Source: an optimization exercise on an open RTL-to-GDS flow (aim: small area and a short achievable clock period). Production flows keep margins and buffers that such runs may drop.
Function was not checked in any run shown here: the RTL went through the layout flow alone.

==> flow/design.v (outline; a module is shown in full before it is edited, if it fits) <==
// module control: 260 lines
// module line_buffer: 26 lines
// module cnn: 2436 lines
// module fa: 4 lines
// module ha: 4 lines
// module bias_relu: 22 lines
// module vgg: 105 lines
module vgg #(
    parameter data_bit = 9,
    parameter pixel_bit = 36,
    parameter ker_bias_bit = 16,
    parameter matrix_num = 9,
    parameter parallelism = 8,
    parameter img_w = 32,
    parameter img_h = 32
) (
    input clk,reset,
    input start,
    input [data_bit-1:0] data_in,
    input signed [ker_bias_bit*matrix_num*parallelism-1:0] kernel,
    input signed [ker_bias_bit*parallelism-1:0] bias,
    input signed [pixel_bit*parallelism-1:0] pixel_read,
    output [3:0]  state,
    output [3:0]  next_state,
    output        mode,
    output        input_en,
    output [15:0] input_addr,
    output [5:0]  input_offset,
    output        read_en,
    output [15:0] read_addr,
    output        write_en,
    output [15:0] write_addr,
    output [7:0]  kernel_addr,
    output [5:0]  bias_addr,
    output        write_l1_picture_en,
    output [7:0]  write_picture_counter,
    output [15:0] write_picture_total_counter,
    output        finish,
    output signed [pixel_bit*parallelism-1:0] pixel_write
);
  // ...
==> flow/run.sh <==
#!/bin/bash
# synth_recipe.tcl (not shown) runs the flow's synth.tcl, then flattens the netlist and writes it again
# the make line also repeats each setting of config.mk as NAME=value (left out here)
make -C /OpenROAD-flow-scripts/flow DESIGN_CONFIG=/design/flow/config.mk WORK_HOME=/design/flow/orfs CLKGATE_MAP_FILE= SYNTH_SCRIPT=/design/flow/synth_recipe.tcl finish
==> flow/config.mk <==
export PLATFORM = sky130hd
export DESIGN_NAME = vgg
export DESIGN_NICKNAME = vgg
export VERILOG_FILES = /design/flow/design.v
export SDC_FILE = /design/flow/constraint.sdc
export NUM_CORES = 8
export LEC_CHECK = 0
export CAP_MARGIN = 20
export CORE_MARGIN = 2
export CORE_UTILIZATION = 40
export SLEW_MARGIN = 20
export SYNTH_HIERARCHICAL = 1
==> flow/constraint.sdc <==
create_clock -name core_clock -period 25.0 [get_ports {clk}]
set_input_delay 5.0000 -clock core_clock [delete_from_list [all_inputs] [get_ports {clk}]]
set_output_delay 5.0000 -clock core_clock [all_outputs]
set_load 0.01 [all_outputs]
==> flow_summary.json, run 1 <==
{
  "pin_count": 1974,
  "holdPathEnd": "line_buffer.chain[216]",
  "min_path_cells": 0,
  "tightest_slew_ps": 1310,
  "drt-met1-wl_microns": 574000,
  "use_met3_pct": 20.2,
  "multiInputCombCellCount": 22000,
  "nNonClkBuffers": 2603,
  "area_growth_pct": 6.36,
  "cp-end-kind": "primary output",
  "synth.avg_cell_area_sq_um": 11.3,
  "cts_setup_buffers": 0,
  "path_clk_slew_ps": 70,
  "clk_path_buf_depth": 4,
  "r2r_slack_ps": 15640,
  "final_common_cell": "fa_1",
  "drive_above_1_share_pct": 6.39,
  "largest_reg_flops": 639,
  "worstSetupPathType": "input pin to primary output",
  "synth_warnings": 10,
  "drc": 0,
  "antenna_found_initial": 594,
  "cts_tree": "yes",
  "final_area_sq_um": 326000,
  "wl_met2_microns": 678000,
  "cts_resized": 0,
  "hpwl_microns": 1300000,
  "status": "complete, no violations"
}
==> module control, before the edit <==
module control #(
    parameter img_w = 32,
    parameter img_h = 32,
    parameter buffer_total_size = (img_w+2)*2+3,
    parameter convolution_times = (img_w+2)*img_h-2
) (
    input clk,reset,
    input start,
    output reg [3:0]  state,
    output reg [3:0]  next_state,
    output reg        mode,
    output reg        input_en,
    output reg [15:0] input_addr,
    output reg [5:0]  input_offset,
    output reg        read_en,
    output reg [15:0] read_addr,
    output reg        write_en,
    output reg [15:0] write_addr,
    output reg [7:0]  kernel_addr,
    output reg [5:0]  bias_addr,
    output reg        write_l1_picture_en,
    output reg [7:0]  write_picture_counter,
    output reg [15:0] write_picture_total_counter,
    output reg        finish
);
    localparam [15:0] input_last  = (img_w+2)*(img_h+2)-1;
    localparam [15:0] rw_last     = convolution_times-1;
    localparam [15:0] picture_last = img_w*img_h-1;
    localparam [7:0]  pad_col0    = img_w;
    localparam [7:0]  pad_col1    = img_w+1;
    always @(*) begin
        case(state)
            4'd0: begin
                if(start) next_state = 4'd1;
                else next_state = 4'd0; 
            end
            4'd1: begin
                next_state = 4'd2;
            end
            4'd2: begin
                if(input_addr >= buffer_total_size-1) next_state = 4'd3;
                else next_state = 4'd2;
            end
            4'd3: begin
                if(write_addr >= convolution_times-2) begin
                    case(mode)
                        1'b0: begin
                            if(kernel_addr >= 8'd7 && input_offset >= 6'd2) next_state = 4'd7;
                            else if(input_offset >= 6'd2) next_state = 4'd5;
                            else next_state = 4'd4;
                        end
                        1'b1: begin
                            if(kernel_addr >= 8'd7 && input_offset >= 6'd63) next_state = 4'd11;
                            else if(kernel_addr >= 8'd7) next_state = 4'd9;
                            else next_state = 4'd10;
                        end
                    endcase
                end
                else next_state = 4'd3;
            end
            4'd4: begin
                next_state = 4'd2;
            end
            4'd5: begin
                next_state = 4'd2;
            end
            4'd7: begin
                next_state = 4'd8;
            end
            4'd8: begin
                next_state = 4'd2;
            end
            4'd9: begin
                next_state = 4'd2;
            end
            4'd10: begin
                next_state = 4'd2;
            end
            4'd11: begin
                next_state = 4'd0; 
            end
            default: next_state = 4'd0;
        endcase
    end
    always @(posedge clk or posedge reset) begin
        if(reset) state <= 4'd0;
        else state <= next_state;	
    end
    always @(posedge clk or posedge reset) begin
        if(reset) mode <= 1'b0;
        else if(state == 4'd7) mode <= 1'b1;
        else mode <= mode;
    end
    always @(posedge clk or posedge reset) begin
        if(reset) input_en <= 1'b0;
        else begin
            if(input_addr >= input_last) input_en <= 1'b0;
            else if(next_state == 4'd2 || next_state == 4'd3) input_en <= 1'b1;
            else input_en <= 1'b0;
        end
    end
    always @(posedge clk or posedge reset) begin
        if(reset) input_addr <= 16'd0;
        else begin
            if (input_en) begin
                if (input_addr >= input_last) input_addr <= 16'd0;
                else input_addr <= input_addr + 16'd1;
            end
            else input_addr <= 16'd0;
        end
    end
    always @(posedge clk or posedge reset) begin
        if(reset) input_offset <= 6'd0;
        else begin
            case(mode)
                1'b0: begin
                    if(state == 4'd4 || state == 4'd5 || state == 4'd7) begin
                        if(input_offset >= 6'd2) input_offset <= 6'd0;
                        else input_offset <= input_offset + 16'd1;
                    end
                    else input_offset <= input_offset;
                end
                1'b1: begin
                     if(state == 4'd9) begin
                        if(input_offset >= 6'd63) input_offset <= 6'd0;
                        else input_offset <= input_offset + 16'd1;
                    end
                    else input_offset <= input_offset;
                end
            endcase
        end
    end
    always @(posedge clk or posedge reset) begin
        if(reset) read_en <= 16'd0;
        else begin
            if(read_addr == rw_last) read_en <= 1'b0;
            else if (next_state == 4'd3) read_en <= 1'b1;
            else read_en <= 1'b0;
        end
    end
    always @(posedge clk or posedge reset) begin
        if(reset) read_addr <= 16'd0;
        else begin
            if(read_en) begin
                if(read_addr >= rw_last) read_addr <= 16'd0; 
                else read_addr <= read_addr + 16'd1;
            end
            else read_addr <= 16'd0;   
        end
    end
    always @(posedge clk or posedge reset) begin
        if(reset) write_en <= 16'd0;
        else begin
            if(write_addr == rw_last) write_en <= 1'b0;
            else if (read_en) write_en <= 1'b1;
            else write_en <= 1'b0;
        end
    end
    always @(posedge clk or posedge reset) begin
        if(reset) write_addr <= 16'd0;
        else begin
            if(write_en) begin
                if(write_addr >= rw_last) write_addr <= 16'd0;
                else write_addr <= write_addr + 16'd1;
            end
            else write_addr <= 16'd0;
        end
    end
    always @(posedge clk or posedge reset) begin
        if(reset) kernel_addr <= 8'd0;
        else begin
            case(mode)
                1'b0: begin
                    if(state == 4'd5 || state == 4'd7) begin
                        if(kernel_addr >= 8'd7) kernel_addr <= 8'd0;
                        else kernel_addr <= kernel_addr + 8'd1;
                    end
                    else kernel_addr <= kernel_addr;
                end
                1'b1: begin
                    if(state == 4'd10 || state == 4'd9) begin
                        if(kernel_addr >= 8'd7) kernel_addr <= 8'd0;
                        else kernel_addr <= kernel_addr + 8'd1;
                    end
                    else kernel_addr <= kernel_addr;
                end
            endcase
        end
    end
    always @(posedge clk or posedge reset) begin
        if(reset) bias_addr <= 6'd0;
        else begin
            case(mode)
                1'b0: begin
                    if(state == 4'd5 || state == 4'd7) begin
                        if(bias_addr >= 6'd7) bias_addr <= 6'd0; 
                        else bias_addr <= bias_addr + 6'd1;
                    end
                    else bias_addr <= bias_addr;
                end
                1'b1: begin
                    if(state == 4'd10 || state == 4'd9) begin
                        if(bias_addr >= 6'd7) bias_addr <= 6'd0; 
                        else bias_addr <= bias_addr + 6'd1;
                    end
                    else bias_addr <= bias_addr;
                end
            endcase
        end
    end
    always @(posedge clk or posedge reset) begin
        if(reset) write_l1_picture_en <= 16'd0;
        else begin
            case(mode)
                1'b0: begin
                    if (input_offset >= 6'd2 && state == 4'd3) begin
                        if(write_picture_counter == pad_col0 || write_picture_counter == pad_col1) write_l1_picture_en <= 1'b0;
                        else write_l1_picture_en <= 1'b1;
                    end
                    else write_l1_picture_en <= 1'b0;
                end
                1'b1: begin
                    if (input_offset >= 6'd63 && state == 4'd3) begin
                        if(write_picture_counter == pad_col0 || write_picture_counter == pad_col1) write_l1_picture_en <= 1'b0;
                        else write_l1_picture_en <= 1'b1;
                    end
                    else write_l1_picture_en <= 1'b0;
                end
            endcase
        end
    end
    always @(posedge clk or posedge reset) begin
        if(reset) write_picture_counter <= 8'd0;
        else begin
            if(write_en) begin
                if(write_picture_counter >= pad_col1) write_picture_counter <= 8'd0;
                else write_picture_counter <= write_picture_counter + 8'd1;
            end
            else write_picture_counter <= 8'd0;
        end
    end
    always @(posedge clk or posedge reset) begin
        if(reset) write_picture_total_counter <= 16'd0;
        else begin
            if(write_en) begin
                if(write_picture_counter == pad_col0 || write_picture_counter == pad_col1) write_picture_total_counter <= write_picture_total_counter;
                else if(write_picture_total_counter >= picture_last) write_picture_total_counter <= 16'd0;
                else write_picture_total_counter <= write_picture_total_counter + 16'd1;
            end
            else write_picture_total_counter <= 16'd0;
        end
    end
    always @(posedge clk or posedge reset) begin
        if(reset) finish <= 1'b0;
        else begin
            if (state == 4'd11) finish <= 1'b1;
            else finish <= 1'b0;
        end
    end
endmodule
==> module line_buffer, before the edit <==
module line_buffer #(
    parameter line_buffer_size = 226,
    parameter buffer_bit = 9
) (
    input clk,reset,
    input [buffer_bit-1:0] data_in,
    output reg [buffer_bit*9-1:0] matrix
);
    localparam chain_len = 2*line_buffer_size+3;
    reg [buffer_bit*chain_len-1:0] chain;
    always @(*) begin
        matrix = {chain[(2*line_buffer_size+2)*buffer_bit +: buffer_bit],
                  chain[(2*line_buffer_size+1)*buffer_bit +: buffer_bit],
                  chain[(2*line_buffer_size  )*buffer_bit +: buffer_bit],
                  chain[(line_buffer_size+2)*buffer_bit +: buffer_bit],
                  chain[(line_buffer_size+1)*buffer_bit +: buffer_bit],
                  chain[(line_buffer_size  )*buffer_bit +: buffer_bit],
                  chain[2*buffer_bit +: buffer_bit],
                  chain[1*buffer_bit +: buffer_bit],
                  chain[0 +: buffer_bit]};
    end
    always @(posedge clk or posedge reset) begin
        if (reset) chain <= {buffer_bit*chain_len{1'b0}};
        else chain <= {data_in, chain[buffer_bit*chain_len-1:buffer_bit]};
    end
endmodule
==> module bias_relu, before the edit <==
module bias_relu #(
    parameter pixel_bit = 36,
    parameter nrows = 2
) (
    input clk,reset,
    input last_q,
    input [nrows*pixel_bit-1:0] rows,
    output [pixel_bit-1:0] pixel_write
);
    reg [nrows*pixel_bit-1:0] acc;
    always @(posedge clk or posedge reset) begin
        if (reset) acc <= {nrows*pixel_bit{1'b0}};
        else acc <= rows;
    end
    reg [pixel_bit-1:0] sum;
    integer r;
    always @(*) begin
        sum = {pixel_bit{1'b0}};
        for (r = 0; r < nrows; r = r + 1) sum = sum + acc[r*pixel_bit +: pixel_bit];
    end
    assign pixel_write = (last_q & sum[pixel_bit-1]) ? {pixel_bit{1'b0}} : sum;
endmodule
==> module vgg, before the edit <==
module vgg #(
    parameter data_bit = 9,
    parameter pixel_bit = 36,
    parameter ker_bias_bit = 16,
    parameter matrix_num = 9,
    parameter parallelism = 8,
    parameter img_w = 32,
    parameter img_h = 32
) (
    input clk,reset,
    input start,
    input [data_bit-1:0] data_in,
    input signed [ker_bias_bit*matrix_num*parallelism-1:0] kernel,
    input signed [ker_bias_bit*parallelism-1:0] bias,
    input signed [pixel_bit*parallelism-1:0] pixel_read,
    output [3:0]  state,
    output [3:0]  next_state,
    output        mode,
    output        input_en,
    output [15:0] input_addr,
    output [5:0]  input_offset,
    output        read_en,
    output [15:0] read_addr,
    output        write_en,
    output [15:0] write_addr,
    output [7:0]  kernel_addr,
    output [5:0]  bias_addr,
    output        write_l1_picture_en,
    output [7:0]  write_picture_counter,
    output [15:0] write_picture_total_counter,
    output        finish,
    output signed [pixel_bit*parallelism-1:0] pixel_write
);
    localparam rows = 2;
    wire [data_bit*matrix_num-1:0] matrix;
    control #(.img_w(img_w), .img_h(img_h)) control
    (
        .clk(clk),.reset(reset),
        .start(start),
        .state(state),
        .next_state(next_state),
        .mode(mode),
        .input_en(input_en),
        .input_addr(input_addr),
        .input_offset(input_offset),
        .read_en(read_en),
        .read_addr(read_addr),
        .write_en(write_en),
        .write_addr(write_addr),
        .kernel_addr(kernel_addr),
        .bias_addr(bias_addr),
        .write_l1_picture_en(write_l1_picture_en),
        .write_picture_counter(write_picture_counter),
        .write_picture_total_counter(write_picture_total_counter),
        .finish(finish)
    );
    line_buffer #(.line_buffer_size(img_w+2)) line_buffer
    (
        .clk(clk),.reset(reset),
        .data_in(data_in),
        .matrix(matrix)
    );
    wire offnz = (input_offset != 6'd0);
    wire last  = mode ? (input_offset == 6'd63) : (input_offset == 6'd2);
    reg  last_q;
    always @(posedge clk or posedge reset) begin
        if (reset) last_q <= 1'b0;
        else last_q <= last;
    end
    wire [134:0] bs;
    genvar t, j, i;
    generate
        for (t = 0; t < matrix_num; t = t + 1) begin : rec
            wire [8:0] w = matrix[t*data_bit +: data_bit];
            wire [10:0] x = {w[8], w, 1'b0};    
            for (j = 0; j < 5; j = j + 1) begin : dig
                wire b0 = x[2*j], b1 = x[2*j+1], b2 = x[2*j+2];
                assign bs[t*15 + j*3 + 0] = b1 ^ b0;
                assign bs[t*15 + j*3 + 1] = (b2 & ~b1 & ~b0) | (~b2 & b1 & b0);
                assign bs[t*15 + j*3 + 2] = b2 & ~(b1 & b0);
            end
        end
    endgenerate
    generate
        for (i = 0; i < parallelism; i = i + 1) begin : lane
            wire [rows*pixel_bit-1:0] r;
            cnn cnn
            (
                .bs(bs),
                .kernel(kernel[i*ker_bias_bit*matrix_num +: ker_bias_bit*matrix_num]),
                .bias(bias[i*ker_bias_bit +: ker_bias_bit]),
                .pixel_read(pixel_read[i*pixel_bit +: pixel_bit]),
                .offnz(offnz), .last(last),
                .rows(r)
            );
            bias_relu #(.nrows(rows)) bias_relu
            (
                .clk(clk),.reset(reset),
                .last_q(last_q),
                .rows(r),
                .pixel_write(pixel_write[i*pixel_bit +: pixel_bit])
            );
        end
    endgenerate
endmodule
==> run 2: changes to the inputs <==
--- a/flow/design.v
+++ b/flow/design.v
@@ -7,7 +7,7 @@
     input clk,reset,
     input start,
     output reg [3:0]  state,
-    output reg [3:0]  next_state,
+    output     [3:0]  next_state,
     output reg        mode,
     output reg        input_en,
     output reg [15:0] input_addr,
@@ -28,60 +28,63 @@
     localparam [15:0] picture_last = img_w*img_h-1;
     localparam [7:0]  pad_col0    = img_w;
     localparam [7:0]  pad_col1    = img_w+1;
+    reg [3:0] ns_busy;
+    wire idle = (state == 4'd0);
     always @(*) begin
         case(state)
             4'd0: begin
-                if(start) next_state = 4'd1;
-                else next_state = 4'd0; 
+                ns_busy = 4'd0;      
             end
             4'd1: begin
-                next_state = 4'd2;
+                ns_busy = 4'd2;
             end
             4'd2: begin
-                if(input_addr >= buffer_total_size-1) next_state = 4'd3;
-                else next_state = 4'd2;
+                if(input_addr >= buffer_total_size-1) ns_busy = 4'd3;
+                else ns_busy = 4'd2;
             end
             4'd3: begin
                 if(write_addr >= convolution_times-2) begin
                     case(mode)
                         1'b0: begin
-                            if(kernel_addr >= 8'd7 && input_offset >= 6'd2) next_state = 4'd7;
-                            else if(input_offset >= 6'd2) next_state = 4'd5;
-                            else next_state = 4'd4;
+                            if(kernel_addr >= 8'd7 && input_offset >= 6'd2) ns_busy = 4'd7;
+                            else if(input_offset >= 6'd2) ns_busy = 4'd5;
+                            else ns_busy = 4'd4;
                         end
                         1'b1: begin
-                            if(kernel_addr >= 8'd7 && input_offset >= 6'd63) next_state = 4'd11;
-                            else if(kernel_addr >= 8'd7) next_state = 4'd9;
-                            else next_state = 4'd10;
+                            if(kernel_addr >= 8'd7 && input_offset >= 6'd63) ns_busy = 4'd11;
+                            else if(kernel_addr >= 8'd7) ns_busy = 4'd9;
+                            else ns_busy = 4'd10;
                         end
                     endcase
                 end
-                else next_state = 4'd3;
+                else ns_busy = 4'd3;
             end
             4'd4: begin
-                next_state = 4'd2;
+                ns_busy = 4'd2;
             end
             4'd5: begin
-                next_state = 4'd2;
+                ns_busy = 4'd2;
             end
             4'd7: begin
-                next_state = 4'd8;
+                ns_busy = 4'd8;
             end
             4'd8: begin
-                next_state = 4'd2;
+                ns_busy = 4'd2;
             end
             4'd9: begin
-                next_state = 4'd2;
+                ns_busy = 4'd2;
             end
             4'd10: begin
-                next_state = 4'd2;
+                ns_busy = 4'd2;
             end
             4'd11: begin
-                next_state = 4'd0; 
+                ns_busy = 4'd0; 
             end
-            default: next_state = 4'd0;
+            default: ns_busy = 4'd0;
         endcase
     end
+    assign next_state[3:1] = ns_busy[3:1];
+    ao21 ns0 (.a(idle), .b(start), .c(ns_busy[0]), .y(next_state[0]));
     always @(posedge clk or posedge reset) begin
         if(reset) state <= 4'd0;
         else state <= next_state;	
@@ -258,6 +261,9 @@
         end
     end
 endmodule
+module ao21 (input a, b, c, output y);
+    assign y = (a & b) | c;
+endmodule
 module line_buffer #(
     parameter line_buffer_size = 226,
     parameter buffer_bit = 9
@@ -268,21 +274,24 @@
 );
     localparam chain_len = 2*line_buffer_size+3;
     reg [buffer_bit*chain_len-1:0] chain;
-    always @(*) begin
-        matrix = {chain[(2*line_buffer_size+2)*buffer_bit +: buffer_bit],
-                  chain[(2*line_buffer_size+1)*buffer_bit +: buffer_bit],
-                  chain[(2*line_buffer_size  )*buffer_bit +: buffer_bit],
-                  chain[(line_buffer_size+2)*buffer_bit +: buffer_bit],
-                  chain[(line_buffer_size+1)*buffer_bit +: buffer_bit],
-                  chain[(line_buffer_size  )*buffer_bit +: buffer_bit],
-                  chain[2*buffer_bit +: buffer_bit],
-                  chain[1*buffer_bit +: buffer_bit],
-                  chain[0 +: buffer_bit]};
-    end
+    reg [6:0] fill;
     always @(posedge clk or posedge reset) begin
-        if (reset) chain <= {buffer_bit*chain_len{1'b0}};
-        else chain <= {data_in, chain[buffer_bit*chain_len-1:buffer_bit]};
+        if (reset) fill <= 7'd0;
+        else if (fill != chain_len) fill <= fill + 7'd1;
+    end
+    always @(posedge clk) begin
+        chain <= {data_in, chain[buffer_bit*chain_len-1:buffer_bit]};
     end
+    genvar t;
+    generate
+        for (t = 0; t < 9; t = t + 1) begin : win
+            localparam integer k = (t/3)*line_buffer_size + t%3;
+            always @(*) begin
+                matrix[t*buffer_bit +: buffer_bit] =
+                    (fill >= chain_len-k) ? chain[k*buffer_bit +: buffer_bit] : {buffer_bit{1'b0}};
+            end
+        end
+    endgenerate
 endmodule
 module cnn (
     input [134:0] bs,
@@ -2732,15 +2741,15 @@
     parameter pixel_bit = 36,
     parameter nrows = 2
 ) (
-    input clk,reset,
+    input clk,
+    input valid_q,
     input last_q,
     input [nrows*pixel_bit-1:0] rows,
     output [pixel_bit-1:0] pixel_write
 );
     reg [nrows*pixel_bit-1:0] acc;
-    always @(posedge clk or posedge reset) begin
-        if (reset) acc <= {nrows*pixel_bit{1'b0}};
-        else acc <= rows;
+    always @(posedge clk) begin
+        acc <= rows;
     end
     reg [pixel_bit-1:0] sum;
     integer r;
@@ -2748,7 +2757,7 @@
         sum = {pixel_bit{1'b0}};
         for (r = 0; r < nrows; r = r + 1) sum = sum + acc[r*pixel_bit +: pixel_bit];
     end
-    assign pixel_write = (last_q & sum[pixel_bit-1]) ? {pixel_bit{1'b0}} : sum;
+    assign pixel_write = (valid_q & ~(last_q & sum[pixel_bit-1])) ? sum : {pixel_bit{1'b0}};
 endmodule
 module vgg #(
     parameter data_bit = 9,
@@ -2814,10 +2823,16 @@
     );
     wire offnz = (input_offset != 6'd0);
     wire last  = mode ? (input_offset == 6'd63) : (input_offset == 6'd2);
-    reg  last_q;
+    reg  last_q, valid_q;
     always @(posedge clk or posedge reset) begin
-        if (reset) last_q <= 1'b0;
-        else last_q <= last;
+        if (reset) begin
+            last_q <= 1'b0;
+            valid_q <= 1'b0;
+        end
+        else begin
+            last_q <= last;
+            valid_q <= 1'b1;
+        end
     end
     wire [134:0] bs;
     genvar t, j, i;
@@ -2847,7 +2862,8 @@
             );
             bias_relu #(.nrows(rows)) bias_relu
             (
-                .clk(clk),.reset(reset),
+                .clk(clk),
+                .valid_q(valid_q),
                 .last_q(last_q),
                 .rows(r),
                 .pixel_write(pixel_write[i*pixel_bit +: pixel_bit])
==> flow/flow/run.sh (new file) <==
#!/bin/bash
# Standard ORFS layout (the standard.sh, standard synthesis unchanged),
# with repair_timing aiming for extra setup slack so that the achieved
# period, not only the 25 ns target, is optimised. Clock, I/O delays and
# loads are the design's (constraint.sdc is used as given).
set -euo pipefail
MARGIN=${MARGIN:-14}
bash standard.sh SETUP_SLACK_MARGIN=$MARGIN finish > flow_make.log 2>&1
==> flow/standard.sh (new file) <==
#!/bin/bash
# synth_recipe.tcl (not shown) runs the flow's synth.tcl, then flattens the netlist and writes it again
# the make line also repeats each setting of config.mk as NAME=value (left out here)
make -C /OpenROAD-flow-scripts/flow DESIGN_CONFIG=/design/flow/config.mk WORK_HOME=/design/flow/orfs CLKGATE_MAP_FILE= SYNTH_SCRIPT=/design/flow/synth_recipe.tcl "${@:-finish}"
removed: flow/run.sh
==> run 2 against run 1 <==
Still clean. Register-to-register slack got worse by 1500 ps. Fmax rose by 9.4%. Global-route usage fell by 1.6 points. Clock skew rose by 100 ps. Non-clock buffer count fell by 17. Critical path depth fell by 2. Clock-buffer cell count rose by 9. Critical path type unchanged. Largest cell class unchanged. Highest routed layer unchanged.
==> flow_summary.json, run 2 <==
{
  "clock_sinks": 1326,
  "drv_slew": 0,
  "synth_cells": 27200,
  "postCtsHoldBufs": 0,
  "relSlewSlack_pct": 5.37,
  "tns_ps": 0,
  "fmax_mhz": 91.0,
  "status": "complete, no violations",
  "core_area_sq_um": 783000,
  "cpMaxStageDelayCell": "clkdlybuf4s50_1",
  "drt_iter0_markers": 33700,
  "die_height_microns": 890,
  "whs_ps": 292,
  "final_cell_mix": "fa_1 (6344), xnor2_1 (5840), a22oi_2 (2912)",
  "cp.depth": 3,
  "rsz0062_at_grt": "no",
  "arrival_ps": 5990,
  "clk_latency_ps": 1110,
  "hold_violations": 0,
  "cp-end-kind": "primary output",
  "path_clk_slew_ps": 60,
  "required_ps": 20000,
  "grt_pass1_vias": 253000,
  "cp_max_fo": 2,
  "synth.avg_cell_area_sq_um": 11.5,
  "root_buffer": "clkbuf_16",
  "placed_cell_area_sq_um": 326000,
  "fin_crit_ps": 10990,
  "maxCapViolations": 0,
  "hp-start": "line_buffer.chain[238]",
  "grtUsageTotal_pct": 40.6,
  "tightest_slew_ps": 1420,
  "critPathTopFamily": "buffers and inverters",
  "r2r_start": "line_buffer.fill[6]",
  "cp_num_buf_inv": 2,
  "final_area_sq_um": 334000,
  "finClkSkew_ps": 193,
  "final_common_cell": "fa_1",
  "worstSetupPathType": "input pin to primary output",
  "r2r_end": "lane[5].bias_relu.acc[54]",
  "drc": 0,
  "wl_per_cell_microns": 43.8,
  "wirelength_microns": 1640000,
  "pin_count": 1974,
  "min_path_cells": 0,
  "ant_nets": 0,
  "die_area_sq_um": 793000,
  "viasPerCell": 6.43,
  "reg_top3": "line_buffer.chain (639), lane.bias_relu.acc (576)",
  "cts_max_level": 4,
  "hp-class": "register to register",
  "rows": 325,
  "finalCritPeriodShare_pct": 44.0,
  "largest_reg_flops": 639,
  "synth_warnings": 10,
  "clk_path_buf_depth": 4,
  "syn-cell-area_sq_um": 314000,
  "num_vias": 241000,
  "start_util_pct": 40.1,
  "holdPathEnd": "line_buffer.chain[229]",
  "grt_pass1_wl_microns": 2210000,
  "port_buffers": 1973,
  "hpwl_microns": 1320000,
  "r2r.worst_path.cells": 20,
  "gr-total-overflow": 0,
  "start_kind": "input pin",
  "drive_above_1_share_pct": 15.2,
  "cts_tree": "yes",
  "slowest_delay_ps": 540,
  "gp_congestion": 1.08,
  "first_pass_iters": 7,
  "grt_max_degree": 103,
  "num-nets-final": 34800,
  "r2r_slack_ps": 14170,
  "cts_made_buffers": 172,
  "top_register": "line_buffer.chain",
  "fp.dieW_microns": 890,
  "finalSetupViolations": 0,
  "area_growth_pct": 6.11,
  "cp_cell_sequence": "clkdlybuf4s50_1 > a21o_1 > clkdlybuf4s15_1",
  "antenna_found_initial": 562
}
-- run 2: worst max-delay path by stage --
stage                             start                   endpoint  slack (ps)
global route                      start              next_state[0]       14010
CTS                               start              next_state[0]       14010
floorplan           line_buffer.fill[1]  lane[0].bias_relu.acc[54]       14770
global placement                  start              next_state[0]       13710
detailed placement                start              next_state[0]       13700
finish                            start              next_state[0]       14010
-- run 2: metrics by stage --
step / util, % / setup WS [ps] / cells
finish: 42.6 / 14010 / 37500
global route: 42.5 / 14010 / 37300
CTS: 42.4 / 14010 / 37000
detailed placement: 41.7 / 13700 / 36700
global placement: 41.7 / 13710 / 36700
floorplan: - / 14770 / 27300
-- run 2: per-layer routing --
metal | share of wire, % | vias up | GRT usage [%]
met5 | 0.088 | - | 0.125
met4 | 11 | 224 | 34.6
met3 | 13 | 5555 | 15.1
met2 | 41 | 20700 | 57.1
met1 | 35 | 126000 | 48.9
li1 | - | 88700 | -
-- run 2: worst register-to-register path, cell delays in order, from the launching register on --
cell and delay (ps):
dfrtp_1 790, nor3_1 160, nand2_1 440, and2_4 610, buf_4 810, nand3b_1 230
o21ai_4 440, buf_4 680, buf_4 800, buf_4 760, a22oi_1 410, xnor2_1 190
fa_1 410, fa_1 660, fa_1 490, fa_1 490, fa_1 420, fa_1 500
fa_1 420, fa_1 510, fa_1 420
-- run 2: cell type report --
cell class,instances,area (sq um)
timing repair buffer,2586,25100
sequential,1326,27100
tap,10500,13100
multi-input combinational,22200,261000
clock inverter,81,1070
clock buffer,233,4900
antenna,433,1080
inverter,118,513
fill,74500,450000
-- run 2: what timing repair did --
item | 4_1_cts | 5_1_grt
endpoints found under the hold margin | 0 | 0
buffers inserted | 1 | 0
setup endpoints to repair | 1 | 0
gates resized for setup | 2 | 0

-- re-timing with driven ports --
No port has a modelled driver above. Below, the same layouts with a new extraction and two added sets of constraints. Step 1 (the two cells are an assumption about what drives the block):
set clk [get_ports {clk}]
set_driving_cell -lib_cell sky130_fd_sc_hd__clkbuf_16 $clk
set_driving_cell -lib_cell sky130_fd_sc_hd__buf_2 [delete_from_list [all_inputs] $clk]
Step 2, shift: input delay + t, output delay - t, t = (earliest + latest rising clock arrival at the registers) / 2. This alone moves slack from input paths to output paths. Three values: ideal ports, drivers, drivers and shift; two values: the first two.
run	t (ns)	setup WS [ns]	worst hold slack (ns)	worst data-port slew with drivers (ns)	cell pins on the clock port's net
run 1	1.172	12.974 / 12.947 / 12.947	0.285 / 0.285 / 0.285	0.48	1
run 2	1.153	14.009 / 13.976 / 13.666	0.292 / 0.292 / 0.292	0.52	1
After both steps every run listed still meets setup and hold. For run 2, which loses most, drivers alone change the setup slack by -0.033 ns; drivers and shift together by -0.343 ns.
